Background: an optimization exercise with open tools, aiming at small area, a short achievable clock period and few clock cycles per item. Do not read the settings as production practice. At most, simulation tests tie the RTL to the original design; equivalence was not proved. No functional check of the RTL was part of runs 2 to 4.

<file path="flow/flow/area.abc">
&get -n
&st
&dch
&nf
&put
</file>
<file path="flow/standard.sh">
#!/bin/bash
# synth_recipe.tcl (not shown) runs the flow's synth.tcl, then flattens the netlist and writes it again
# the make line also repeats each setting of config.mk as NAME=value (left out here)
make -C /OpenROAD-flow-scripts/flow DESIGN_CONFIG=/design/flow/config.mk WORK_HOME=/design/flow/orfs CLKGATE_MAP_FILE= SYNTH_SCRIPT=/design/flow/synth_recipe.tcl "${@:-finish}"
</file>
<file path="flow/config.mk">
export PLATFORM = sky130hd
export DESIGN_NAME = prince_top
export DESIGN_NICKNAME = prince_top
export VERILOG_FILES = /design/flow/design.v
export SDC_FILE = /design/flow/constraint.sdc
export NUM_CORES = 4
export LEC_CHECK = 0
export CAP_MARGIN = 20
export CORE_MARGIN = 2
export CORE_UTILIZATION = 45
export SETUP_SLACK_MARGIN = 3.3
export SLEW_MARGIN = 20
</file>
<file path="flow/flow/run.sh">
#!/bin/bash
# Standard ORFS layout with two changes:
#  - synthesis maps the logic with flow/area.abc, an area-oriented ABC script,
#    in place of ORFS's speed script (everything else in the standard
#    synthesis, synth_recipe.tcl, is unchanged, so the registers are the same);
#  - the port buffers that buffer_ports inserts are the smallest plain buffer
#    (repair may still resize them).
set -euo pipefail
work=$(pwd)
{
  echo "proc abc {args} {"
  echo "  set i [lsearch -exact \$args -script]"
  echo "  if {\$i >= 0} { lset args [expr {\$i + 1}] $work/flow/area.abc }"
  echo "  yosys abc {*}\$args"
  echo "}"
  cat synth_recipe.tcl
} > own_synth.tcl
export BUFFER_PORTS_ARGS="-buffer_cell sky130_fd_sc_hd__buf_1"
bash standard.sh SYNTH_SCRIPT="$work/own_synth.tcl" finish > standard_flow.log 2>&1
</file>
<file path="flow/constraint.sdc">
create_clock -name core_clock -period 6.5 [get_ports {clk}]
set_input_delay 1.3000 -clock core_clock [delete_from_list [all_inputs] [get_ports {clk}]]
set_output_delay 1.3000 -clock core_clock [all_outputs]
set_load 0.01 [all_outputs]
</file>
<file path="flow/design.v">
module Share_1_A1(
	input wire [3:0] data_in,
	output wire [3:0] data_out
);
assign data_out[3] = 1'b1 ^ data_in[3] ^ data_in[1];
assign data_out[2] = 1'b1 ^ data_in[2];
assign data_out[1] = data_in[1] ^ data_in[0];
assign data_out[0] = data_in[1];
endmodule 
module Affine_1(
	input wire [3:0] x1,	 
	input wire [3:0] x2,
	input wire [3:0] x3,
	output wire [3:0] y1,	 
	output wire [3:0] y2, 
	output wire [3:0] y3 
);
Share_1_A1 i_share_1_A1 (x1, y1);
Share_1_A1 i_share_2_A1 (x2, y2);
Share_1_A1 i_share_3_A1 (x3, y3);
endmodule 
module Share_1_A2(
	input wire [3:0] data_in,
	output wire [3:0] data_out
);
assign data_out[3]   = data_in[3] ^ data_in[1] ^ data_in[0];
assign data_out[2] = 1'b1 ^ data_in[3] ^ data_in[1];
assign data_out[1] = 1'b1 ^ data_in[2] ^ data_in[1] ^ data_in[0];
assign data_out[0] = data_in[3] ^ data_in[2] ^ data_in[1] ^ data_in[0];
endmodule 
module Affine_2(
	input wire [3:0] x1,	 
	input wire [3:0] x2,
	input wire [3:0] x3,
	output wire [3:0] y1,	 
	output wire [3:0] y2,
	output wire [3:0] y3
);
Share_1_A2 i_share_1_A2 (x1, y1);
Share_1_A2 i_share_2_A2 (x2, y2);
Share_1_A2 i_share_3_A2 (x3, y3);
endmodule 
module Share_1_A3(
	input wire [3:0] data_in,
	output wire [3:0] data_out
);
assign data_out[3]   = data_in[0];
assign data_out[2] = data_in[1];
assign data_out[1] = data_in[2];
assign data_out[0] = data_in[3];
endmodule 
module Affine_3(
	input wire [3:0] x1,	 
	input wire [3:0] x2,
	input wire [3:0] x3,
	output wire [3:0] y1,	 
	output wire [3:0] y2,
	output wire [3:0] y3
);
Share_1_A3 i_share_1_A3 (x1, y1);
Share_1_A3 i_share_2_A3 (x2, y2);
Share_1_A3 i_share_3_A3 (x3, y3);
endmodule 
module Share_1_A4(
	input wire [3:0] data_in,
	output wire [3:0] data_out
);
assign data_out[3]   = 1'b1 ^ data_in[3] ^ data_in[2] ^ data_in[1] ^ data_in[0];
assign data_out[2] = data_in[3];
assign data_out[1] = 1'b1 ^ data_in[3] ^ data_in[1] ^ data_in[0];
assign data_out[0] = data_in[0];
endmodule 
module Affine_4(
	input wire [3:0] x1,	 
	input wire [3:0] x2,
	input wire [3:0] x3,
	output wire [3:0] y1,	 
	output wire [3:0] y2,
	output wire [3:0] y3
);
Share_1_A4 i_share_1_A4 (x1, y1);
Share_1_A4 i_share_2_A4 (x2, y2);
Share_1_A4 i_share_3_A4 (x3, y3);
endmodule 
module Share_1_A5(
	input wire [3:0] data_in,
	output wire [3:0] data_out
);
assign data_out[3] = 1'b1 ^ data_in[2];
assign data_out[2] = data_in[3] ^ data_in[1];
assign data_out[1] = 1'b1 ^ data_in[2] ^ data_in[0];
assign data_out[0] = 1'b1 ^ data_in[1] ^ data_in[0];
endmodule 
module Affine_5(
	input wire [3:0] x1,	 
	input wire [3:0] x2,
	input wire [3:0] x3,
	output wire [3:0] y1,	 
	output wire [3:0] y2,
	output wire [3:0] y3
);
Share_1_A5 i_share_1_A5 (x1, y1);
Share_1_A5 i_share_2_A5 (x2, y2);
Share_1_A5 i_share_3_A5 (x3, y3);
endmodule 
module Share_1_A6(
	input wire [3:0] data_in,
	output wire [3:0] data_out
);
assign data_out[3]   = 1'b1 ^ (data_in[3] ^ data_in[0]);
assign data_out[2] = data_in[2];
assign data_out[1] = data_in[0];
assign data_out[0] = 1'b1 ^ data_in[1];
endmodule 
module Affine_6(
	input wire [3:0] x1,	 
	input wire [3:0] x2,
	input wire [3:0] x3,
	output wire [3:0] y1,	 
	output wire [3:0] y2,
	output wire [3:0] y3
);
Share_1_A6 i_share_1_A6 (x1, y1);
Share_1_A6 i_share_2_A6 (x2, y2);
Share_1_A6 i_share_3_A6 (x3, y3);
endmodule 
module Share_1_Q294(
	input wire [3:0] data_in_i,
	input wire [3:0] data_in_i_plus_1,
	output wire [3:0] data_out
);
assign data_out[3] = data_in_i[3];
assign data_out[2] = data_in_i[2];
assign data_out[1] = data_in_i[1] ^ (data_in_i[3]&data_in_i[2]) ^ (data_in_i[3]&data_in_i_plus_1[2]) ^ (data_in_i_plus_1[3]&data_in_i[2]);
assign data_out[0] = data_in_i[0] ^ (data_in_i[3]&data_in_i[1]) ^ (data_in_i[3]&data_in_i_plus_1[1]) ^ (data_in_i_plus_1[3]&data_in_i[1]);
endmodule 
module Quadratic_294(
	input wire [3:0] x1,	 
	input wire [3:0] x2,
	input wire [3:0] x3,
	output wire [3:0] y1,	 
	output wire [3:0] y2,
	output wire [3:0] y3
);
Share_1_Q294 i_share_1_Q294 (x1, x2, y1);
Share_1_Q294 i_share_2_Q294 (x2, x3, y2);
Share_1_Q294 i_share_3_Q294 (x3, x1, y3);
endmodule 
module linear_m(
  input [63:0] data_in,
  output wire [63:0] data_out
);
assign data_out[63:60] = data_in[63:60];
assign data_out[59:56] = data_in[43:40];
assign data_out[55:52] = data_in[23:20];
assign data_out[51:48] = data_in[3:0];
assign data_out[47:44] = data_in[47:44];
assign data_out[43:40] = data_in[27:24];
assign data_out[39:36] = data_in[7:4];
assign data_out[35:32] = data_in[51:48];
assign data_out[31:28] = data_in[31:28];
assign data_out[27:24] = data_in[11:8];
assign data_out[23:20] = data_in[55:52];
assign data_out[19:16] = data_in[35:32];
assign data_out[15:12] = data_in[15:12];
assign data_out[11:8] = data_in[59:56];
assign data_out[7:4] = data_in[39:36];
assign data_out[3:0] = data_in[19:16];
endmodule
module linear_mprime(
  input [63:0] data_in,
  output wire [63:0] data_out
);
assign data_out[63] = data_in[59] ^ data_in[55] ^ data_in[51];
assign data_out[62] = data_in[62] ^ data_in[54] ^ data_in[50];
assign data_out[61] = data_in[61] ^ data_in[57] ^ data_in[49];
assign data_out[60] = data_in[60] ^ data_in[56] ^ data_in[52];
assign data_out[59] = data_in[63] ^ data_in[59] ^ data_in[55];
assign data_out[58] = data_in[58] ^ data_in[54] ^ data_in[50];
assign data_out[57] = data_in[61] ^ data_in[53] ^ data_in[49];
assign data_out[56] = data_in[60] ^ data_in[56] ^ data_in[48];
assign data_out[55] = data_in[63] ^ data_in[59] ^ data_in[51];
assign data_out[54] = data_in[62] ^ data_in[58] ^ data_in[54];
assign data_out[53] = data_in[57] ^ data_in[53] ^ data_in[49];
assign data_out[52] = data_in[60] ^ data_in[52] ^ data_in[48];
assign data_out[51] = data_in[63] ^ data_in[55] ^ data_in[51];
assign data_out[50] = data_in[62] ^ data_in[58] ^ data_in[50];
assign data_out[49] = data_in[61] ^ data_in[57] ^ data_in[53];
assign data_out[48] = data_in[56] ^ data_in[52] ^ data_in[48];
assign data_out[47] = data_in[47] ^ data_in[43] ^ data_in[39];
assign data_out[46] = data_in[42] ^ data_in[38] ^ data_in[34];
assign data_out[45] = data_in[45] ^ data_in[37] ^ data_in[33];
assign data_out[44] = data_in[44] ^ data_in[40] ^ data_in[32];
assign data_out[43] = data_in[47] ^ data_in[43] ^ data_in[35];
assign data_out[42] = data_in[46] ^ data_in[42] ^ data_in[38];
assign data_out[41] = data_in[41] ^ data_in[37] ^ data_in[33];
assign data_out[40] = data_in[44] ^ data_in[36] ^ data_in[32];
assign data_out[39] = data_in[47] ^ data_in[39] ^ data_in[35];
assign data_out[38] = data_in[46] ^ data_in[42] ^ data_in[34];
assign data_out[37] = data_in[45] ^ data_in[41] ^ data_in[37];
assign data_out[36] = data_in[40] ^ data_in[36] ^ data_in[32];
assign data_out[35] = data_in[43] ^ data_in[39] ^ data_in[35];
assign data_out[34] = data_in[46] ^ data_in[38] ^ data_in[34];
assign data_out[33] = data_in[45] ^ data_in[41] ^ data_in[33];
assign data_out[32] = data_in[44] ^ data_in[40] ^ data_in[36];
assign data_out[31] = data_in[31] ^ data_in[27] ^ data_in[23];
assign data_out[30] = data_in[26] ^ data_in[22] ^ data_in[18];
assign data_out[29] = data_in[29] ^ data_in[21] ^ data_in[17];
assign data_out[28] = data_in[28] ^ data_in[24] ^ data_in[16];
assign data_out[27] = data_in[31] ^ data_in[27] ^ data_in[19];
assign data_out[26] = data_in[30] ^ data_in[26] ^ data_in[22];
assign data_out[25] = data_in[25] ^ data_in[21] ^ data_in[17];
assign data_out[24] = data_in[28] ^ data_in[20] ^ data_in[16];
assign data_out[23] = data_in[31] ^ data_in[23] ^ data_in[19];
assign data_out[22] = data_in[30] ^ data_in[26] ^ data_in[18];
assign data_out[21] = data_in[29] ^ data_in[25] ^ data_in[21];
assign data_out[20] = data_in[24] ^ data_in[20] ^ data_in[16];
assign data_out[19] = data_in[27] ^ data_in[23] ^ data_in[19];
assign data_out[18] = data_in[30] ^ data_in[22] ^ data_in[18];
assign data_out[17] = data_in[29] ^ data_in[25] ^ data_in[17];
assign data_out[16] = data_in[28] ^ data_in[24] ^ data_in[20];
assign data_out[15] = data_in[11] ^ data_in[7] ^ data_in[3];
assign data_out[14] = data_in[14] ^ data_in[6] ^ data_in[2];
assign data_out[13] = data_in[13] ^ data_in[9] ^ data_in[1];
assign data_out[12] = data_in[12] ^ data_in[8] ^ data_in[4];
assign data_out[11] = data_in[15] ^ data_in[11] ^ data_in[7];
assign data_out[10] = data_in[10] ^ data_in[6] ^ data_in[2];
assign data_out[9] = data_in[13] ^ data_in[5] ^ data_in[1];
assign data_out[8] = data_in[12] ^ data_in[8] ^ data_in[0];
assign data_out[7] = data_in[15] ^ data_in[11] ^ data_in[3];
assign data_out[6] = data_in[14] ^ data_in[10] ^ data_in[6];
assign data_out[5] = data_in[9] ^ data_in[5] ^ data_in[1];
assign data_out[4] = data_in[12] ^ data_in[4] ^ data_in[0];
assign data_out[3] = data_in[15] ^ data_in[7] ^ data_in[3];
assign data_out[2] = data_in[14] ^ data_in[10] ^ data_in[2];
assign data_out[1] = data_in[13] ^ data_in[9] ^ data_in[5];
assign data_out[0] = data_in[8] ^ data_in[4] ^ data_in[0];
endmodule
module linear_m_inv (
  input [63:0] data_in,
  output wire [63:0] data_out
);
assign data_out[63:60] = data_in[63:60];
assign data_out[59:56] = data_in[11:8];
assign data_out[55:52] = data_in[23:20];
assign data_out[51:48] = data_in[35:32];
assign data_out[47:44] = data_in[47:44];
assign data_out[43:40] = data_in[59:56];
assign data_out[39:36] = data_in[7:4];
assign data_out[35:32] = data_in[19:16];
assign data_out[31:28] = data_in[31:28];
assign data_out[27:24] = data_in[43:40];
assign data_out[23:20] = data_in[55:52];
assign data_out[19:16] = data_in[3:0];
assign data_out[15:12] = data_in[15:12];
assign data_out[11:8] = data_in[27:24];
assign data_out[7:4] = data_in[39:36];
assign data_out[3:0] = data_in[51:48];
endmodule
module prince_core_data (
    input  wire [191:0] state   ,
    input  wire [191:0] pt      ,
    input  wire [383:0] key     ,
    input  wire         s_i     ,
    input  wire         s_p0    ,
    input  wire         s_p1    ,
    input  wire         s_de    ,
    input  wire         s_f     ,
    input  wire         s_d     ,
    input  wire         s_ef    ,
    input  wire         s_o     ,
    input  wire [ 63:0] rc      ,
    output wire [191:0] nxt     ,
    output wire [191:0] ct
);
    localparam SBOX_NUMBER = 16;
    genvar j;
    wire [191:0] k0 = {key[383:320], key[255:192], key[127:64]};
    wire [191:0] k1 = {key[319:256], key[191:128], key[63:0]};
    wire [191:0] k0_end = {{key[320],key[383:322],(key[321] ^ key[383])},
        {key[192],key[255:194],(key[193] ^ key[255])},
        {key[64],key[127:66],(key[65] ^ key[127])}};
    wire [191:0] rck1 = {128'b0, rc} ^ k1;
    wire [191:0] h, p0, p1, u1, u5, w, w_sr, t, m, m_sr, v, d, e;
    generate
        for (j = 0; j < SBOX_NUMBER; j = j + 1) begin: nib
            Quadratic_294 Q (
                .x1(state[191-4*j -: 4]), .x2(state[127-4*j -: 4]), .x3(state[63-4*j -: 4]),
                .y1(h[191-4*j -: 4]), .y2(h[127-4*j -: 4]), .y3(h[63-4*j -: 4]));
        end
        for (j = 0; j < 3*SBOX_NUMBER; j = j + 1) begin: nsh
            nib_p0 P0 (.x(h[4*j +: 4]), .y(p0[4*j +: 4]));
            nib_p1 P1 (.x(h[4*j +: 4]), .y(p1[4*j +: 4]));
            nib_u1 U1 (.x(h[4*j +: 4]), .y(u1[4*j +: 4]));
            nib_u5 U5 (.x(h[4*j +: 4]), .y(u5[4*j +: 4]));
            nib_d4 D4 (.x(v[4*j +: 4]), .y(d[4*j +: 4]));
            nib_e6 E6 (.x(m[4*j +: 4]), .y(e[4*j +: 4]));
        end
        for (j = 0; j < 3; j = j + 1) begin: sh
            linear_m_inv  SRI (.data_in(w[191-64*j -: 64]), .data_out(w_sr[191-64*j -: 64]));
            linear_mprime MP  (.data_in(t[191-64*j -: 64]), .data_out(m[191-64*j -: 64]));
            linear_m      SR  (.data_in(m[191-64*j -: 64]), .data_out(m_sr[191-64*j -: 64]));
        end
    endgenerate
    assign w  = u5 ^ rck1;
    assign ct = w ^ k0_end;
    assign t  = ({192{s_de}} & u1) | ({192{s_f}} & w_sr);
    assign v  = m_sr ^ ({192{s_i}} & (pt ^ k0)) ^ rck1;
    assign nxt = ({192{s_p0}} & p0) | ({192{s_p1}} & p1) |
                 ({192{s_d}} & d) | ({192{s_ef}} & e) | ({192{s_o}} & ct);
endmodule
module nib_p0 (input wire [3:0] x, output wire [3:0] y);
    assign y[3] = x[3] ^ x[0];
    assign y[2] = x[1] ^ x[0];
    assign y[1] = x[2];
    assign y[0] = x[3];
endmodule
module nib_p1 (input wire [3:0] x, output wire [3:0] y);
    assign y[3] = x[1] ^ x[0];
    assign y[2] = ~(x[1]);
    assign y[1] = x[2] ^ x[0];
    assign y[0] = ~(x[3]);
endmodule
module nib_u1 (input wire [3:0] x, output wire [3:0] y);
    assign y[3] = ~(x[3] ^ x[2] ^ x[1]);
    assign y[2] = ~(x[2]);
    assign y[1] = x[0];
    assign y[0] = x[2] ^ x[1];
endmodule
module nib_u5 (input wire [3:0] x, output wire [3:0] y);
    assign y[3] = ~(x[2]);
    assign y[2] = x[3] ^ x[2] ^ x[1];
    assign y[1] = ~(x[1] ^ x[0]);
    assign y[0] = ~(x[0]);
endmodule
module nib_d4 (input wire [3:0] x, output wire [3:0] y);
    assign y[3] = ~(x[3] ^ x[2] ^ x[1] ^ x[0]);
    assign y[2] = x[3];
    assign y[1] = x[2];
    assign y[0] = x[0];
endmodule
module nib_e6 (input wire [3:0] x, output wire [3:0] y);
    assign y[3] = ~(x[3] ^ x[0]);
    assign y[2] = x[2];
    assign y[1] = ~(x[3]);
    assign y[0] = ~(x[1]);
endmodule
module prince_top (
    input  wire         clk       ,
    input  wire         reset     ,
    input  wire         start     ,
    input  wire [191:0] plaintext ,
    input  wire [383:0] key       ,
    output reg          done      ,
    output wire [191:0] ciphertext
);
    reg  [191:0] shared_state;
    reg          busy;
    reg  [  2:0] pos;      
    reg  [ 11:0] layer;    
    reg          s_p0, s_p1, s_de, s_f, s_d, s_ef, s_o;
    wire [191:0] nxt;
    wire [ 63:0] rc;
    localparam [64*12-1:0] RCS = {
        64'hC0AC29B7C97C50DD, 64'hD3B5A399CA0C2399, 64'h64A51195E0E3610D,
        64'hC882D32F25323C54, 64'h85840851F1AC43AA, 64'h7EF84F78FD955CB1,
        64'h0000000000000000, 64'hBE5466CF34E90C6C, 64'h452821E638D01377,
        64'h082EFA98EC4E6C89, 64'hA4093822299F31D0, 64'h13198A2E03707344};
    genvar b, l;
    generate
        for (b = 0; b < 64; b = b + 1) begin: rcb
            wire [11:0] sel;
            for (l = 0; l < 12; l = l + 1) begin: rcl
                assign sel[l] = RCS[64*l + b] & layer[l];
            end
            assign rc[b] = |sel;
        end
    endgenerate
    prince_core_data d_prince_core (
        .state(shared_state),
        .pt   (plaintext   ),
        .key  (key         ),
        .s_i  (~busy       ),
        .s_p0 (s_p0        ),
        .s_p1 (s_p1        ),
        .s_de (s_de        ),
        .s_f  (s_f         ),
        .s_d  (s_d         ),
        .s_ef (s_ef        ),
        .s_o  (s_o         ),
        .rc   (rc          ),
        .nxt  (nxt         ),
        .ct   (            )
    );
    assign ciphertext = shared_state;
    always @(posedge clk) begin
        shared_state <= nxt;
    end
    wire        last    = busy & pos[2] & layer[11];
    wire        busy_n  = busy ? ~last : start;
    wire [ 2:0] pos_n   = busy ? {pos[1:0], pos[2]} : 3'b001;
    wire [11:0] layer_n = ~busy  ? {11'b0, start} :
                          last   ? 12'b0 :
                          pos[2] ? {layer[10:0], 1'b0} : layer;
    always @(posedge clk) begin
        if (reset) begin
            busy  <= 1'b0;
            done  <= 1'b0;
            pos   <= 3'b001;
            layer <= 12'b0;
            s_p0  <= 1'b0;
            s_p1  <= 1'b0;
            s_de  <= 1'b0;
            s_f   <= 1'b0;
            s_d   <= 1'b1;
            s_ef  <= 1'b0;
            s_o   <= 1'b0;
        end else begin
            busy  <= busy_n;
            done  <= last;
            pos   <= pos_n;
            layer <= layer_n;
            s_p0  <= busy_n & pos_n[0];
            s_p1  <= busy_n & pos_n[1];
            s_de  <= busy_n & pos_n[2] & (|layer_n[5:0]);
            s_f   <= busy_n & pos_n[2] & (|layer_n[11:6]);
            s_d   <= ~busy_n | (pos_n[2] & (|layer_n[4:0]));
            s_ef  <= busy_n & pos_n[2] & (|layer_n[10:5]);
            s_o   <= busy_n & pos_n[2] & layer_n[11];
        end
    end
endmodule
</file>
==> results of run 1 <==
==> metrics by stage <==
step / setup slack (ns) / hold WS (ns)
floorplan: 3.10 / 0.426
global placement: 1.81 / 0.444
detailed placement: 1.86 / 0.447
CTS: 3.14 / 0.455
global route: 3.03 / 0.472
finish: 3.10 / 0.456
==> synthesized netlist by cell type (all sizes together) (5+ instances only) <==
| library cell | number | share of area (%) |
|---|---|---|
| xnor2 | 866 | 22 |
| xor2 | 435 | 11 |
| o21ai | 403 | 6.0 |
| nand2 | 356 | 3.9 |
| a21oi | 328 | 4.8 |
| xnor3 | 218 | 14 |
| dfxtp | 216 | 13 |
| nor2 | 132 | 1.5 |
| a22oi | 114 | 2.5 |
| xor3 | 74 | 5.2 |
| a221oi | 71 | 1.8 |
| o211ai | 69 | 1.5 |
| a2bb2oi | 59 | 1.5 |
| a222oi | 56 | 1.7 |
| ha | 48 | 1.8 |
| nand3 | 43 | 0.64 |
| clkinv | 34 | 0.38 |
| a22o | 25 | 0.65 |
| mux2i | 23 | 0.68 |
| a21boi | 20 | 0.44 |
| and2 | 18 | 0.33 |
| a21o | 16 | 0.35 |
| nor4 | 12 | 0.22 |
| o221ai | 11 | 0.28 |
| o2bb2ai | 10 | 0.26 |
| or4 | 10 | 0.22 |
| a32oi | 9 | 0.23 |
| nand4 | 9 | 0.17 |
| nor3 | 9 | 0.13 |
| or3 | 8 | 0.15 |
| nand2b | 7 | 0.13 |
| or2 | 7 | 0.13 |
| o22ai | 6 | 0.11 |
| a211o | 5 | 0.13 |
| nand3b | 5 | 0.11 |
| o21bai | 5 | 0.11 |
==> metal layers <==
metal	track usage, %	up-vias
met3	9.86	798
li1	-	16800
met5	0	-
met2	70.9	3109
met4	35.5	14
met1	56.4	18800
==> path summary, 6_finish.rpt <==
path,from,endpoint,slack (ns),cells after the start
hold reg to reg,pos[1],pos[2],0.46,2
setup / recovery,shared_state[48],shared_state[27],3.10,10
setup reg to reg,shared_state[48],shared_state[27],3.10,10
hold / removal,pos[1],pos[2],0.46,2
==> worst max-delay path, cell delays in order, from the launching register on <==
cell and delay, ns:
dfxtp_1 0.43, and3b_1 0.21, or4_1 0.53, and2_4 0.24, xor3_2 0.45, a2bb2oi_4 0.24
xnor2_2 0.12, xnor2_2 0.29, xnor3_1 0.47, xnor2_1 0.14, a21o_1 0.18
==> cell type report <==
type / count / area (um2)
fill: 5968 / 23100
clock buffer: 54 / 1080
antenna: 16 / 40.0
multi-input combinational: 3526 / 35200
sequential: 216 / 4810
timing repair inverter: 1 / 30.0
tap: 969 / 1210
clock inverter: 6 / 32.5
timing repair buffer: 1463 / 8690
inverter: 34 / 173
==> what timing repair did <==
| item | CTS | global route |
|---|---|---|
| gates cloned | 2 | 1 |
| pin swaps | 285 | 294 |
| hold endpoints to repair | 0 | 0 |
| resized for setup | 715 | 346 |
| setup endpoints to repair | 186 | 87 |
| buffers inserted | 326 | 337 |
==> cell families after synthesis <==
family,after synthesis,share of synthesized area (%)
adders and majority gates,48,1.77
and+or+nand+nor,630,7.95
muxes,25,0.746
DFF,216,12.8
xor gates and xnor gates,1593,53.3
buffers and inverters,34,0.377
AOI/OAI and AO/OA,1230,23.1
==> flow_metrics.py, run 1 <==
metrics = {
    "outcome": {
        "status": "timing/DRC/antenna clean",
    },
    "grt": {
        "grt_pass1_wl_um": 258000,
        "grt_pass1_vias": 36200,
        "antenna_found_initial": 22,
        "grt.overflow.total": 0,
        "grt_max_degree": 103,
        "grt_util_all_layers_pct": 46.1,
    },
    "layout": {
        "largest_register_ffs": 192,
        "finish.utilization_pct": 68.9,
        "fin_cells": 6285,
        "final_cell_mix": "buf_1, xnor2_1, buf_4",
        "stdcell_area_um2": 51300,
        "top_regs": "shared_state (192), layer (12), pos (3)",
        "largest-register": "shared_state",
        "area_growth_pct": 51.5,
        "layout-drive-gt1-share_pct": 31.4,
        "final_common_cell": "buf_1",
        "nets": 5903,
    },
    "logic_synthesis": {
        "synth_nets": 4403,
        "ys_ff_latch": 216,
        "synth_edf_count": 0,
        "yosys_warnings": 1,
        "syn_area_per_cell_um2": 8.97,
        "synth_cells": 3776,
        "synth_ff_type": "dfxtp_1",
        "syn_area_um2": 33900,
        "synth_cell_type_count": 53,
        "synth-seq-area-share_pct": 12.8,
        "synthArstFlopShare_pct": 0,
    },
    "timing": {
        "worstMarginPinSlew_ns": 1.18,
        "min_period_over_period_pct": 52.4,
        "finClkSkew_ns": 0.0245,
        "rsz0062_at_grt": "yes",
        "period_needed_ns": 3.40,
        "finalSetupViolations": 0,
        "drv_slew": 0,
        "slew-limit-headroom_pct": 21.1,
        "final_hold_viol_count": 0,
        "max_freq_mhz": 294,
        "setup_tns_ns": 0,
    },
    "cts": {
        "path_clk_slew_ns": 0.06,
        "cts.path.max_buffers": 3,
        "holdBufCountCts": 0,
        "cts_tree": "yes",
        "htreeDepth": 2,
        "cts_root_buffer": "clkbuf_16",
        "numCtsBuffers": 34,
        "clock_latency_ns": 0.57,
        "cts.sinks": 216,
    },
    "setup_path": {
        "cp_max_fo": 5,
        "worst_ep_required_time_ns": 6.95,
        "cp.arrival_ns": 3.86,
        "critPathCaptureType": "flip-flop",
        "critical_path_class": "reg -> reg",
        "startpoint_type": "flip-flop",
    },
    "routing": {
        "met1_length_um": 67800,
        "drt_iter0_drc": 5187,
        "via_count": 39500,
        "met2_length_um": 82700,
        "drt_pass1_iterations": 10,
        "final_antenna_net_count": 0,
        "routed-wl-met3_um": 22500,
        "wl_um": 192000,
        "via_per_inst": 6.29,
        "dr.max_layer_used": "met5",
        "wl_per_cell_um": 30.5,
        "remaining_drc_errors": 0,
    },
    "worst_hold_path": {
        "hold_class": "reg -> reg",
    },
    "die": {
        "io_pins": 772,
        "chipWidth_um": 278,
        "die_y_um": 278,
        "core_area_um2": 74400,
        "fp-row-count": 100,
        "initial_core_util_pct": 45.5,
        "die_area_um2": 77500,
    },
    "placed_design": {
        "placed_area_um2": 39100,
        "io_buffers": 771,
        "dp_hpwl_um": 138000,
        "dp_cells": 5543,
        "gp_congestion": 1.02,
    },
    "job": {
        "max_cap_viol_count": 0,
    },
}
Testbench counts, summed over its fixed seeds: cycles 7,296, items 192.
==> run 2, diff against run 1 <==
--- a/flow/design.v
+++ b/flow/design.v
@@ -280,7 +280,7 @@
     wire [191:0] k0_end = {{key[320],key[383:322],(key[321] ^ key[383])},
         {key[192],key[255:194],(key[193] ^ key[255])},
         {key[64],key[127:66],(key[65] ^ key[127])}};
-    wire [191:0] rck1 = {128'b0, rc} ^ k1;
+    wire [191:0] kk = k1 ^ {128'b0, rc} ^ ({192{s_i}} & (pt ^ k0)) ^ ({192{s_o}} & k0_end);
     wire [191:0] h, p0, p1, u1, u5, w, w_sr, t, m, m_sr, v, d, e;
     generate
         for (j = 0; j < SBOX_NUMBER; j = j + 1) begin: nib
@@ -302,12 +302,12 @@
             linear_m      SR  (.data_in(m[191-64*j -: 64]), .data_out(m_sr[191-64*j -: 64]));
         end
     endgenerate
-    assign w  = u5 ^ rck1;
-    assign ct = w ^ k0_end;
+    assign w  = u5 ^ kk;
+    assign ct = w;
     assign t  = ({192{s_de}} & u1) | ({192{s_f}} & w_sr);
-    assign v  = m_sr ^ ({192{s_i}} & (pt ^ k0)) ^ rck1;
+    assign v  = m_sr ^ kk;
     assign nxt = ({192{s_p0}} & p0) | ({192{s_p1}} & p1) |
-                 ({192{s_d}} & d) | ({192{s_ef}} & e) | ({192{s_o}} & ct);
+                 ({192{s_d}} & d) | ({192{s_ef}} & e);
 endmodule
 module nib_p0 (input wire [3:0] x, output wire [3:0] y);
     assign y[3] = x[3] ^ x[0];
@@ -390,9 +390,8 @@
         .s_o  (s_o         ),
         .rc   (rc          ),
         .nxt  (nxt         ),
-        .ct   (            )
+        .ct   (ciphertext  )
     );
-    assign ciphertext = shared_state;
     always @(posedge clk) begin
         shared_state <= nxt;
     end
@@ -417,7 +416,7 @@
             s_o   <= 1'b0;
         end else begin
             busy  <= busy_n;
-            done  <= last;
+            done  <= busy & pos[1] & layer[11];
             pos   <= pos_n;
             layer <= layer_n;
             s_p0  <= busy_n & pos_n[0];
--- a/flow/config.mk
+++ b/flow/config.mk
@@ -7,6 +7,6 @@
 export LEC_CHECK = 0
 export CAP_MARGIN = 20
 export CORE_MARGIN = 2
-export CORE_UTILIZATION = 45
-export SETUP_SLACK_MARGIN = 3.3
+export CORE_UTILIZATION = 55
+export SETUP_SLACK_MARGIN = 2.5
 export SLEW_MARGIN = 20
==> run 2 against run 1 <==
- synthesized cell count is 0.82% higher
- sequential cell count stayed put
- critical path depth is 4 lower
- first-iteration DRC count is 2.0% higher
- setup slack worse by 0.74 ns
- maximum frequency is 18% lower
- clock-buffer cell count is 18 lower
- clock skew is 0.0047 ns lower
- cell count is 12% lower
- global-route usage is 1.1 points lower
==> flow_metrics.py, run 2 <==
metrics = {
    "outcome": {
        "status": "timing/DRC/antenna clean",
    },
    "die": {
        "initial_core_util_pct": 55.7,
        "die_y_um": 249,
        "io_pins": 772,
        "core_area_um2": 59000,
        "fp-row-count": 89,
        "chipWidth_um": 249,
        "die_area_um2": 61800,
    },
    "grt": {
        "grt_pass1_wl_um": 210000,
        "grt_pass1_vias": 31700,
        "antenna_found_initial": 24,
        "grt_max_degree": 119,
        "grt_util_all_layers_pct": 44.9,
        "grt.overflow.total": 0,
    },
    "placed_design": {
        "gp_congestion": 1.01,
        "dp_cells": 5381,
        "io_buffers": 771,
        "dp_hpwl_um": 114000,
    },
    "timing": {
        "setup_tns_ns": 0,
        "drv_slew": 0,
        "final_hold_viol_count": 0,
        "max_freq_mhz": 241,
        "worstMarginPinSlew_ns": 1.17,
        "rsz0062_at_grt": "yes",
        "finalSetupViolations": 0,
        "finClkSkew_ns": 0.0199,
        "slew-limit-headroom_pct": 22.2,
        "period_needed_ns": 4.15,
        "min_period_over_period_pct": 63.8,
    },
    "cts": {
        "htreeDepth": 1,
        "clock_latency_ns": 0.59,
        "holdBufCountCts": 0,
        "path_clk_slew_ns": 0.06,
        "cts.path.max_buffers": 3,
        "numCtsBuffers": 29,
        "cts_tree": "yes",
        "cts.sinks": 216,
        "cts_root_buffer": "clkbuf_16",
    },
    "setup_path": {
        "critical_path.top_delay_family": "simple AND/OR/NAND/NOR gates",
        "slowest_delay_ns": 0.61,
        "critPathCaptureType": "primary output",
        "crit_buf_inv": 1,
        "startpoint_type": "flip-flop",
        "cp_max_fo": 6,
        "cp_slowest_cell": "or4_4",
        "rrSetupSlack_ns": 2.52,
        "reg2reg_from": "shared_state[6]",
        "cp_common_cell": "or4_4",
        "worst_ep_required_time_ns": 5.20,
        "critical_path_class": "reg -> out",
        "r2r-end": "shared_state[19]",
        "worstRegToRegCells": 12,
        "cp.arrival_ns": 2.85,
        "crit_chain": "or4_4, or4_4, o211a_1, or3_4, and2_4, buf_6",
    },
    "logic_synthesis": {
        "synthTopCellsByCount": "xnor2_1, nand2_1, xor2_1, o21ai_0, a21oi_1",
        "synth_compound_area_share_pct": 20.3,
        "yosys.area.top_type_share_pct": 27.3,
        "synth_area_leader_cell": "xnor2_1",
        "syn_area_per_cell_um2": 8.64,
        "synth-seq-area-share_pct": 13.1,
        "synthArstFlopShare_pct": 0,
        "synth_cells": 3807,
        "synth_mux_area_share_pct": 0.342,
        "ys_top_cells_by_area": "xnor2_1, dfxtp_1, xnor3_1",
        "synthXorXnorAreaFrac_pct": 53.6,
        "synth_edf_count": 0,
        "synth_top_family_by_area": "XOR/XNOR gates",
        "synth_nets": 4434,
        "yosys.area_share.adder_pct": 1.83,
        "synth_cell_type_count": 49,
        "ys_ff_latch": 216,
        "synth_most_common_cell": "xnor2_1",
        "syn_area_um2": 32900,
        "synthSimpleGateAreaFrac_pct": 10.3,
        "yosys_warnings": 1,
        "synth_ff_type": "dfxtp_1",
    },
    "layout": {
        "area_growth_pct": 25.6,
        "final_cell_mix": "xnor2_1, buf_1, nand2_1",
        "top_regs": "shared_state (192), layer (12), pos (3)",
        "largest_register_ffs": 192,
        "fin_cells": 5543,
        "multi_input_area_um2": 30400,
        "regArea_um2": 4540,
        "nets": 5355,
        "n_fill_cell": 5079,
        "finish.utilization_pct": 70.0,
        "layout-drive-gt1-share_pct": 13.7,
        "largest-register": "shared_state",
        "final_common_cell": "xnor2_1",
    },
    "routing": {
        "remaining_drc_errors": 0,
        "via_count": 34400,
        "wl_um": 149000,
        "final_antenna_net_count": 0,
        "drt_pass1_iterations": 8,
        "via_per_inst": 6.21,
        "wl_per_cell_um": 26.8,
        "drt_iter0_drc": 5290,
    },
    "worst_hold_path": {
        "min_to": "pos[1]",
        "hold_class": "reg -> reg",
        "min-delay-start": "pos[0]",
        "holdPathStages": 2,
    },
    "job": {
        "max_cap_viol_count": 0,
    },
}
## run 2: routing by layer
layer  share of wire (%)  wire [um]  vias to the layer above  global-route usage [%]
met2                  44      65700                     2443                    70.5
met5               0.023         34                        -                       0
met4                 8.4      12400                        6                    31.3
li1                    -          -                    15400                       -
met3                  10      15400                      461                    6.11
met1                  37      55000                    16000                    57.2
## run 2: worst max-delay path by stage
stage / startpoint / endpoint / slack [ns] / cells past startpoint
after floorplan: plaintext[14] / shared_state[15] / 2.51 / 11
after global placement: layer[10] / shared_state[15] / 1.76 / 11
after detailed placement: plaintext[51] / shared_state[15] / 1.76 / 12
after CTS: layer[8] / ciphertext[33] / 2.35 / 5
after global routing: shared_state[6] / ciphertext[6] / 2.32 / 6
final: layer[8] / ciphertext[2] / 2.35 / 6
## run 2: worst register-to-register path, stage by stage (launching register included)
cell      delay, ns
dfxtp_2        0.45
ha_1           0.20
xor2_1         0.15
xnor3_2        0.54
xor2_2         0.27
xnor3_1        0.46
a21oi_1        0.30
xnor2_1        0.28
xor2_1         0.34
xnor2_1        0.21
xnor3_1        0.37
xnor2_1        0.16
o211ai_1       0.10
## run 2: cell families (layout without fill, tap and decap cells)
kind of cell | Yosys count | in the layout
multiplexers | 11 | 11
flip-flops | 216 | 216
buffers and inverters | 36 | 979
AND/OR/NAND/NOR | 792 | 792
AO/OA/AOI/OAI | 1044 | 1044
XOR/XNOR | 1660 | 1660
adder cells (fa/ha/maj) | 48 | 48
other | 0 | 20
## run 2: cell type report
class,instances,area share [%]
antenna,20,0.121
timing repair buffer,890,10.3
sequential,216,11.0
clock buffer,36,1.84
clock inverter,17,0.463
tap,773,2.34
inverter,36,0.330
multi-input combinational,3555,73.6
## run 2: stage by stage
stage / area [um2] / worst slack [ns] / hold WS [ns]
floorplan: 32900 / 2.51 / 0.426
global placement: 37100 / 1.76 / 0.442
detailed placement: 37100 / 1.76 / 0.449
CTS: 39800 / 2.35 / 0.454
global route: 41300 / 2.32 / 0.482
finish: 41300 / 2.35 / 0.453
## run 2: timing repair
item	4_1_cts	5_1_grt
cloned	2	2
gates resized for setup	339	230
setup buffers	45	40
pin swaps	45	60
setup endpoints to repair	259	143
==> run 3, diff against run 2 <==
--- a/flow/design.v
+++ b/flow/design.v
@@ -261,14 +261,13 @@
     input  wire [191:0] state   ,
     input  wire [191:0] pt      ,
     input  wire [383:0] key     ,
-    input  wire         s_i     ,
-    input  wire         s_p0    ,
-    input  wire         s_p1    ,
-    input  wire         s_de    ,
-    input  wire         s_f     ,
-    input  wire         s_d     ,
-    input  wire         s_ef    ,
-    input  wire         s_o     ,
+    input  wire [  2:0] s_i     ,  
+    input  wire [  2:0] s_p0    ,  
+    input  wire [  2:0] s_p1    ,  
+    input  wire [  2:0] s_de    ,  
+    input  wire [  2:0] s_f     ,  
+    input  wire [  2:0] s_d     ,  
+    input  wire [  2:0] s_ef    ,  
     input  wire [ 63:0] rc      ,
     output wire [191:0] nxt     ,
     output wire [191:0] ct
@@ -280,7 +279,7 @@
     wire [191:0] k0_end = {{key[320],key[383:322],(key[321] ^ key[383])},
         {key[192],key[255:194],(key[193] ^ key[255])},
         {key[64],key[127:66],(key[65] ^ key[127])}};
-    wire [191:0] kk = k1 ^ {128'b0, rc} ^ ({192{s_i}} & (pt ^ k0)) ^ ({192{s_o}} & k0_end);
+    wire [191:0] rck1 = {128'b0, rc} ^ k1;
     wire [191:0] h, p0, p1, u1, u5, w, w_sr, t, m, m_sr, v, d, e;
     generate
         for (j = 0; j < SBOX_NUMBER; j = j + 1) begin: nib
@@ -302,12 +301,12 @@
             linear_m      SR  (.data_in(m[191-64*j -: 64]), .data_out(m_sr[191-64*j -: 64]));
         end
     endgenerate
-    assign w  = u5 ^ kk;
-    assign ct = w;
-    assign t  = ({192{s_de}} & u1) | ({192{s_f}} & w_sr);
-    assign v  = m_sr ^ kk;
-    assign nxt = ({192{s_p0}} & p0) | ({192{s_p1}} & p1) |
-                 ({192{s_d}} & d) | ({192{s_ef}} & e);
+    assign w  = u5 ^ rck1;
+    assign ct = w ^ k0_end;
+    assign t  = ({{64{s_de[2]}}, {64{s_de[1]}}, {64{s_de[0]}}} & u1) | ({{64{s_f[2]}}, {64{s_f[1]}}, {64{s_f[0]}}} & w_sr);
+    assign v  = m_sr ^ ({{64{s_i[2]}}, {64{s_i[1]}}, {64{s_i[0]}}} & (pt ^ k0)) ^ rck1;
+    assign nxt = ({{64{s_p0[2]}}, {64{s_p0[1]}}, {64{s_p0[0]}}} & p0) | ({{64{s_p1[2]}}, {64{s_p1[1]}}, {64{s_p1[0]}}} & p1) |
+                 ({{64{s_d[2]}}, {64{s_d[1]}}, {64{s_d[0]}}} & d) | ({{64{s_ef[2]}}, {64{s_ef[1]}}, {64{s_ef[0]}}} & e);
 endmodule
 module nib_p0 (input wire [3:0] x, output wire [3:0] y);
     assign y[3] = x[3] ^ x[0];
@@ -358,36 +357,44 @@
     reg          busy;
     reg  [  2:0] pos;      
     reg  [ 11:0] layer;    
-    reg          s_p0, s_p1, s_de, s_f, s_d, s_ef, s_o;
+    reg  [  2:0] s_i, s_p0, s_p1, s_de, s_f, s_d, s_ef;
     wire [191:0] nxt;
     wire [ 63:0] rc;
+    wire        last    = busy & pos[2] & layer[11];
+    wire        busy_n  = busy ? ~last : start;
+    wire [ 2:0] pos_n   = busy ? {pos[1:0], pos[2]} : 3'b001;
+    wire [11:0] layer_n = ~busy  ? {11'b0, start} :
+                          last   ? 12'b0 :
+                          pos[2] ? {layer[10:0], 1'b0} : layer;
     localparam [64*12-1:0] RCS = {
         64'hC0AC29B7C97C50DD, 64'hD3B5A399CA0C2399, 64'h64A51195E0E3610D,
         64'hC882D32F25323C54, 64'h85840851F1AC43AA, 64'h7EF84F78FD955CB1,
         64'h0000000000000000, 64'hBE5466CF34E90C6C, 64'h452821E638D01377,
         64'h082EFA98EC4E6C89, 64'hA4093822299F31D0, 64'h13198A2E03707344};
+    reg  [63:0] rc_r;
+    wire [63:0] rc_n;
     genvar b, l;
     generate
         for (b = 0; b < 64; b = b + 1) begin: rcb
             wire [11:0] sel;
             for (l = 0; l < 12; l = l + 1) begin: rcl
-                assign sel[l] = RCS[64*l + b] & layer[l];
+                assign sel[l] = RCS[64*l + b] & layer_n[l];
             end
-            assign rc[b] = |sel;
+            assign rc_n[b] = |sel;
         end
     endgenerate
+    assign rc = rc_r;
     prince_core_data d_prince_core (
         .state(shared_state),
         .pt   (plaintext   ),
         .key  (key         ),
-        .s_i  (~busy       ),
+        .s_i  (s_i         ),
         .s_p0 (s_p0        ),
         .s_p1 (s_p1        ),
         .s_de (s_de        ),
         .s_f  (s_f         ),
         .s_d  (s_d         ),
         .s_ef (s_ef        ),
-        .s_o  (s_o         ),
         .rc   (rc          ),
         .nxt  (nxt         ),
         .ct   (ciphertext  )
@@ -395,37 +402,37 @@
     always @(posedge clk) begin
         shared_state <= nxt;
     end
-    wire        last    = busy & pos[2] & layer[11];
-    wire        busy_n  = busy ? ~last : start;
-    wire [ 2:0] pos_n   = busy ? {pos[1:0], pos[2]} : 3'b001;
-    wire [11:0] layer_n = ~busy  ? {11'b0, start} :
-                          last   ? 12'b0 :
-                          pos[2] ? {layer[10:0], 1'b0} : layer;
     always @(posedge clk) begin
         if (reset) begin
             busy  <= 1'b0;
             done  <= 1'b0;
             pos   <= 3'b001;
             layer <= 12'b0;
-            s_p0  <= 1'b0;
-            s_p1  <= 1'b0;
-            s_de  <= 1'b0;
-            s_f   <= 1'b0;
-            s_d   <= 1'b1;
-            s_ef  <= 1'b0;
-            s_o   <= 1'b0;
+            s_i   <= 3'b111;
+            s_p0  <= 3'b000;
+            s_p1  <= 3'b000;
+            s_de  <= 3'b000;
+            s_f   <= 3'b000;
+            s_d   <= 3'b111;
+            s_ef  <= 3'b000;
+            rc_r  <= 64'b0;
         end else begin
             busy  <= busy_n;
             done  <= busy & pos[1] & layer[11];
             pos   <= pos_n;
             layer <= layer_n;
-            s_p0  <= busy_n & pos_n[0];
-            s_p1  <= busy_n & pos_n[1];
-            s_de  <= busy_n & pos_n[2] & (|layer_n[5:0]);
-            s_f   <= busy_n & pos_n[2] & (|layer_n[11:6]);
-            s_d   <= ~busy_n | (pos_n[2] & (|layer_n[4:0]));
-            s_ef  <= busy_n & pos_n[2] & (|layer_n[10:5]);
-            s_o   <= busy_n & pos_n[2] & layer_n[11];
+            s_i   <= {~busy_n, ~(|layer_n), ~busy_n & pos_n[0]};
+            s_p0  <= {busy_n & pos_n[0], (|layer_n) & pos_n[0], busy_n & ~pos_n[1] & ~pos_n[2]};
+            s_p1  <= {busy_n & pos_n[1], (|layer_n) & pos_n[1], busy_n & ~pos_n[0] & ~pos_n[2]};
+            s_de  <= {busy_n & pos_n[2] & (|layer_n[5:0]), pos_n[2] & (|layer_n[5:0]),
+                      busy_n & pos_n[2] & ~(|layer_n[11:6])};
+            s_f   <= {busy_n & pos_n[2] & (|layer_n[11:6]), pos_n[2] & (|layer_n[11:6]),
+                      busy_n & pos_n[2] & ~(|layer_n[5:0])};
+            s_d   <= {~busy_n | (pos_n[2] & (|layer_n[4:0])), ~(|layer_n) | (pos_n[2] & (|layer_n[4:0])),
+                      ~busy_n | (~pos_n[0] & ~pos_n[1] & (|layer_n[4:0]))};
+            s_ef  <= {busy_n & pos_n[2] & (|layer_n[10:5]), pos_n[2] & (|layer_n[10:5]),
+                      busy_n & ~pos_n[0] & ~pos_n[1] & (|layer_n[10:5])};
+            rc_r  <= rc_n;
         end
     end
 endmodule
==> flow/flow/area.abc (replaced) <==
&get -n
&st
&dch -f
&nf -R 1000
&put
==> run 3 against run 2 <==
- critical endpoint is now ciphertext[45]
- worst hold slack better by 0.0034 ns
- setup slack better by 0.055 ns
- still clean
- global-route usage up 2.0 points
- clock skew up 0.010 ns
==> flow_metrics.py, run 3 <==
metrics = {
    "routing": {
        "drt_pass1_iterations": 10,
        "wl_um": 147000,
        "final_antenna_net_count": 0,
        "drt_iter0_drc": 5237,
        "wl_per_cell_um": 26.7,
        "via_count": 33900,
        "remaining_drc_errors": 0,
        "via_per_inst": 6.16,
    },
    "timing": {
        "finalSetupViolations": 0,
        "layout_setup_ws_ns": 2.41,
        "finClkSkew_ns": 0.0301,
        "max_freq_mhz": 244,
        "slew-limit-headroom_pct": 25.9,
        "rsz0062_at_grt": "yes",
        "final_hold_viol_count": 0,
        "drv_slew": 0,
        "period_needed_ns": 4.09,
        "min_period_over_period_pct": 63.0,
        "worstMarginPinSlew_ns": 1.11,
        "setup_tns_ns": 0,
    },
    "die": {
        "initial_core_util_pct": 55.4,
        "die_area_um2": 58500,
        "die_y_um": 242,
        "core_area_um2": 56200,
        "fp-row-count": 87,
        "io_pins": 772,
        "chipWidth_um": 242,
    },
    "cts": {
        "path_clk_slew_ns": 0.06,
        "cts_tree": "yes",
        "cts.sinks": 269,
        "numCtsBuffers": 37,
        "clock_latency_ns": 0.58,
        "htreeDepth": 2,
        "cts.path.max_buffers": 3,
        "cts_root_buffer": "clkbuf_16",
    },
    "setup_path": {
        "worstRegToRegCells": 14,
        "worst_ep_required_time_ns": 5.20,
        "cp.arrival_ns": 2.79,
        "critical_path_class": "reg -> out",
        "critPathCaptureType": "primary output",
        "startpoint_type": "flip-flop",
        "rrSetupSlack_ns": 2.55,
        "cp_max_fo": 6,
    },
    "layout": {
        "largest-register": "shared_state",
        "layout-drive-gt1-share_pct": 14.0,
        "nets": 5343,
        "area_growth_pct": 29.3,
        "final_cell_mix": "xnor2_1, buf_1, xor2_1",
        "top_regs": "shared_state (192), rc_r (39), layer (12)",
        "final_common_cell": "xnor2_1",
        "n_fill_cell": 4704,
        "largest_register_ffs": 192,
    },
    "logic_synthesis": {
        "synth_edf_count": 0,
        "synthTopCellsByCount": "xnor2_1, xor2_1, o21ai_0, a21oi_1, nand2_1",
        "synth_ff_type": "dfxtp_1",
        "ys_top_cells_by_area": "xnor2_1, xor2_1, dfxtp_1",
        "yosys_warnings": 1,
        "syn_area_per_cell_um2": 8.32,
        "synth_nets": 4363,
        "ys_ff_latch": 269,
        "synthArstFlopShare_pct": 0,
        "synth-seq-area-share_pct": 17.3,
        "synth_cell_type_count": 35,
        "synth_cells": 3736,
        "synth_most_common_cell": "xnor2_1",
        "synth_area_leader_cell": "xnor2_1",
        "yosys.area.top_type_share_pct": 33.0,
        "syn_area_um2": 31100,
    },
    "grt": {
        "antenna_found_initial": 4,
        "grt.overflow.total": 0,
        "grt_max_degree": 65,
        "grt_pass1_vias": 31700,
        "grt_util_all_layers_pct": 46.9,
        "grt_pass1_wl_um": 207000,
    },
    "placed_design": {
        "gp_congestion": 1.05,
        "dp_hpwl_um": 114000,
        "io_buffers": 771,
        "dp_slack_ns": 1.84,
    },
    "worst_hold_path": {
        "hold_class": "reg -> reg",
        "holdPathStages": 1,
    },
    "job": {
        "max_cap_viol_count": 0,
    },
    "outcome": {
        "status": "timing/DRC/antenna clean",
    },
}
==> run 3: changes by cell type after synthesis, sizes merged, moves of 22 or more <==
cell | before | now
a21oi | 297 | 326
a22oi | 135 | 65
dfxtp | 216 | 269
mux2 | 2 | 30
nand2 | 518 | 325
nor2 | 99 | 77
o2111ai | 28 | 0
o21ai | 328 | 354
o22a | 0 | 32
xnor2 | 1025 | 1173
xnor3 | 190 | 5
xor2 | 413 | 668
xor3 | 32 | 0
==> run 3: final cells by class <==
cell class,instances,area [um2],share of cell area (%)
Multi-Input combinational cell,3428,28100,69.9
Sequential cell,269,5610,14.0
Timing Repair Buffer,941,4240,10.5
Clock buffer,55,1090,2.72
Tap cell,756,946,2.35
Inverter,39,146,0.364
Clock inverter,10,67.6,0.168
Antenna cell,3,7.51,0.0187
==> run 3: cell families after synthesis <==
| family | count (synthesis) | share of synthesized area [%] |
|---|---|---|
| AO/OA/AOI/OAI | 1002 | 20.0 |
| XOR/XNOR | 1846 | 52.2 |
| adder cells (fa/ha/maj) | 48 | 1.93 |
| buffers and inverters | 39 | 0.471 |
| flip-flops | 269 | 17.3 |
| multiplexers | 43 | 1.51 |
| AND/OR/NAND/NOR | 489 | 6.55 |
==> run 3: worst paths after layout <==
check / from / to
worst min register to register: pos[1] / s_p1[0]
worst max-delay path: shared_state[173] / ciphertext[45]
worst min-delay path: pos[1] / s_p1[0]
worst max register to register: shared_state[38] / shared_state[7]
==> run 3: metal layers <==
| layer | vias to the layer above | GRT usage (%) | wire, um |
|---|---|---|---|
| met5 | - | 0 | 0 |
| met4 | 0 | 29.9 | 11200 |
| met3 | 540 | 8.30 | 16900 |
| met2 | 2619 | 73.6 | 64900 |
| met1 | 15900 | 59.5 | 53700 |
| li1 | 14800 | - | - |
==> run 3: timing repair <==
item                                    CTS  global route
hold buffers                              0             0
gates cloned                              0             0
gates resized for setup                 303           189
endpoints found under the setup margin  149           108
pin swaps                                62            67
buffers inserted                         65            71
==> run 3: through the flow <==
stage                     hold slack, ns  cell area, um2  instances  utilization [%]
after floorplan                    0.413           31100       3736                -
after detailed placement           0.432           35200       5297             62.7
after CTS                          0.450           38500       5427             68.5
after global routing               0.462           40200       5501             71.5
final                              0.456           40200       5501             71.5
after global placement             0.436           35200       5297             62.7
==> run 3: worst max-delay path, cell delays in order (launching register included) <==
cell	delay [ns]
dfxtp_1	0.63
o21ai_0	0.18
a21oi_1	0.25
xor2_2	0.28
xor2_2	0.36
xnor2_2	0.22
xnor2_1	0.16
buf_2	0.15
==> run 4, diff against run 3 <==
==> flow/flow/area.abc (replaced) <==
&get -n
&st
&dch
&nf
&put
==> run 4 against run 3 <==
- still clean on timing, DRC and antenna
- sequential cell count stayed put
- largest cell class unchanged
- register-to-register slack better by 0.02 ns
- first-iteration DRC count is 14% lower
- non-clock buffer count is 83 lower
- cell count is 1.8% lower
- maximum frequency is 2.0% higher
- global-route usage is 1.7 points lower
- sequential share of layout area is 0.15 points lower
- synthesized area is 9.8% higher
- setup slack better by 0.079 ns
==> flow_metrics.py, run 4 <==
metrics = {
    "timing": {
        "max_freq_mhz": 249,
        "finClkSkew_ns": 0.0301,
        "drv_slew": 0,
        "final_hold_viol_count": 0,
        "min_period_over_period_pct": 61.8,
        "finalSetupViolations": 0,
        "slew-limit-headroom_pct": 31.5,
        "period_needed_ns": 4.02,
        "layout_setup_ws_ns": 2.48,
        "rsz0062_at_grt": "yes",
        "worstMarginPinSlew_ns": 1.02,
        "setup_tns_ns": 0,
    },
    "routing": {
        "dr.max_layer_used": "met4",
        "met2_length_um": 67600,
        "drt_pass1_iterations": 8,
        "drt_iter0_drc": 4481,
        "remaining_drc_errors": 0,
        "via_per_inst": 6.18,
        "met1_length_um": 56500,
        "final_antenna_net_count": 0,
        "via_count": 33400,
        "routed-wl-met3_um": 16000,
        "wl_per_cell_um": 27.9,
        "wl_um": 151000,
    },
    "layout": {
        "layout-drive-gt1-share_pct": 8.94,
        "n_fill_cell": 5454,
        "multi_input_area_um2": 29300,
        "final_common_cell": "xnor2_1",
        "fin_cells": 5402,
        "final_cell_mix": "xnor2_1, buf_1, xor2_1",
        "top_regs": "shared_state (192), rc_r (39), layer (12)",
        "largest_register_ffs": 192,
        "largest-register": "shared_state",
        "nets": 5208,
        "area_growth_pct": 20.0,
        "regArea_um2": 5650,
    },
    "die": {
        "core_area_um2": 61500,
        "chipWidth_um": 253,
        "die_area_um2": 64100,
        "io_pins": 772,
        "die_y_um": 253,
        "fp-row-count": 91,
        "initial_core_util_pct": 55.5,
    },
    "logic_synthesis": {
        "synth_nets": 4312,
        "synthTopCellsByCount": "xnor2_1, xor2_1, nand2_1, a21oi_1, o21ai_0",
        "syn_area_per_cell_um2": 9.26,
        "synth_most_common_cell": "xnor2_1",
        "syn_area_um2": 34100,
        "synth-seq-area-share_pct": 15.8,
        "yosys_warnings": 1,
        "synth_cells": 3685,
        "synth_ff_type": "dfxtp_1",
        "synthArstFlopShare_pct": 0,
        "ys_top_cells_by_area": "xnor2_1, dfxtp_1, xor2_1",
        "synth_edf_count": 0,
        "ys_ff_latch": 269,
        "yosys.area.top_type_share_pct": 23.2,
        "synth_area_leader_cell": "xnor2_1",
        "synth_cell_type_count": 42,
    },
    "placed_design": {
        "dp_cells": 5283,
        "gp_congestion": 1.02,
        "io_buffers": 771,
        "dp_hpwl_um": 121000,
        "dp_slack_ns": 1.84,
    },
    "outcome": {
        "status": "timing/DRC/antenna clean",
    },
    "setup_path": {
        "cp_slowest_cell": "xor3_1",
        "crit_chain": "buf_1, xor3_1, xnor2_1, buf_1",
        "cp_max_fo": 2,
        "worstRegToRegCells": 10,
        "slowest_delay_ns": 0.64,
        "critical_path_class": "in -> out",
        "startpoint_type": "primary input",
        "critical_path.top_delay_family": "XOR/XNOR gates",
        "cp_common_cell": "buf_1",
        "critPathCaptureType": "primary output",
        "worst_ep_required_time_ns": 5.20,
        "crit_buf_inv": 2,
        "worst-path-stages": 4,
        "cp.arrival_ns": 2.72,
    },
    "cts": {
        "path_clk_slew_ns": 0.07,
        "htreeDepth": 2,
        "cts.sinks": 269,
        "cts_tree": "yes",
        "cts_root_buffer": "clkbuf_16",
        "cts.path.max_buffers": 3,
        "clock_latency_ns": 0.58,
        "numCtsBuffers": 36,
        "holdBufCountCts": 0,
    },
    "grt": {
        "grt_pass1_vias": 31200,
        "grt_util_all_layers_pct": 45.2,
        "grt.overflow.total": 0,
        "grt_pass1_wl_um": 210000,
        "grt_max_degree": 65,
        "antenna_found_initial": 4,
    },
    "job": {
        "max_cap_viol_count": 0,
    },
    "worst_hold_path": {
        "hold_class": "reg -> reg",
        "holdPathStages": 1,
    },
}
run 4: changes by cell type after synthesis, moves of 14 or more:
cell,before,now
xnor3_1,5,206
xor2_1,668,562
xor3_1,0,71
a22oi_1,65,112
o211ai_1,17,45
a2bb2oi_1,0,47
a22o_1,55,21
o22a_1,32,0
xnor2_1,1173,903
nor2_1,77,103
o21ai_0,354,293
nand2_1,325,375
a222oi_1,80,42
o2111ai_1,0,14
run 4: through the flow:
step | area (um2) | utilization (%) | hold slack [ns]
after floorplan | 34100 | - | 0.413
after global placement | 38300 | 62.3 | 0.426
after detailed placement | 38300 | 62.3 | 0.435
after CTS | 40400 | 65.6 | 0.443
after global routing | 40900 | 66.6 | 0.450
final | 40900 | 66.6 | 0.454
run 4: layer usage:
layer | track usage (%) | vias up
li1 | - | 14800
met1 | 57.4 | 15700
met2 | 70.8 | 2334
met3 | 8.65 | 461
met4 | 28.5 | 0
met5 | 0 | -
run 4: kinds of logic after synthesis:
family / synth area share [%]
buffers and inverters: 0.429
flip-flops: 15.8
AO/OA/AOI/OAI: 18.3
adder cells (fa/ha/maj): 1.76
AND/OR/NAND/NOR: 6.88
multiplexers: 0.707
XOR/XNOR: 56.1
run 4: worst register-to-register path, stage by stage (launching register included):
cell and delay, ns:
dfxtp_4 0.40, ha_1 0.22, xnor2_1 0.13, xnor3_2 0.53, xnor3_1 0.45, a21oi_1 0.57
xnor2_1 0.24, xnor2_1 0.56, xor3_1 0.54, nand2_1 0.08, o211ai_1 0.09
run 4: layout make-up:
type | count | share of cell area (%)
diodes | 4 | 0.0244
clock buffers | 43 | 2.42
clock inverters | 22 | 0.688
inverters | 39 | 0.358
multi-input cells | 3377 | 71.6
flip-flops and latches | 269 | 13.8
well taps | 790 | 2.41
repair buffers | 858 | 8.71
run 4: worst paths after layout:
| check | slack (ns) | start | endpoint |
|---|---|---|---|
| min | 0.45 | pos[1] | s_p1[0] |
| max | 2.48 | key[256] | ciphertext[128] |
| min reg2reg | 0.45 | pos[1] | s_p1[0] |
| max reg2reg | 2.57 | shared_state[22] | shared_state[23] |
run 4: repair_timing:
item	CTS	global route
gates resized for setup	246	65
setup endpoints to repair	144	64
setup buffers	14	36
pin swaps	33	24

re-timing with driven ports:
No port has a modelled driver above. Below, the same layouts with a new extraction and two added sets of constraints.
Step 1: set_driving_cell puts a clkbuf_16 on clk and a buf_2 on each other input, an assumption about the parent block.
Step 2 also shifts input and output timing later by t, the mid clock arrival at the registers, as if the neighbouring blocks saw the same clock.
a / b / c = no drivers / after step 1 / after step 2; a / b = the first two.
| run | t, ns | slack for setup (ns) | hold slack, ns | clock arrival spread, ns | worst data-port slew with drivers (ns) |
|---|---|---|---|---|---|
| run 1 | 0.627 | 3.095 / 3.095 / 2.520 | 0.456 / 0.456 / 0.456 | 0.024 / 0.024 | 0.23 |
| run 2 | 0.643 | 2.351 / 2.290 / 1.895 | 0.453 / 0.453 / 0.453 | 0.020 / 0.020 | 0.24 |
| run 3 | 0.639 | 2.406 / 2.336 / 1.891 | 0.456 / 0.456 / 0.456 | 0.030 / 0.031 | 0.10 |
| run 4 | 0.631 | 2.485 / 2.430 / 1.905 | 0.454 / 0.454 / 0.454 | 0.030 / 0.031 | 0.10 |
After both steps setup and hold are still met in every run listed. For run 4, which loses most, drivers alone change the setup slack by -0.055 ns; drivers and shift together by -0.580 ns.
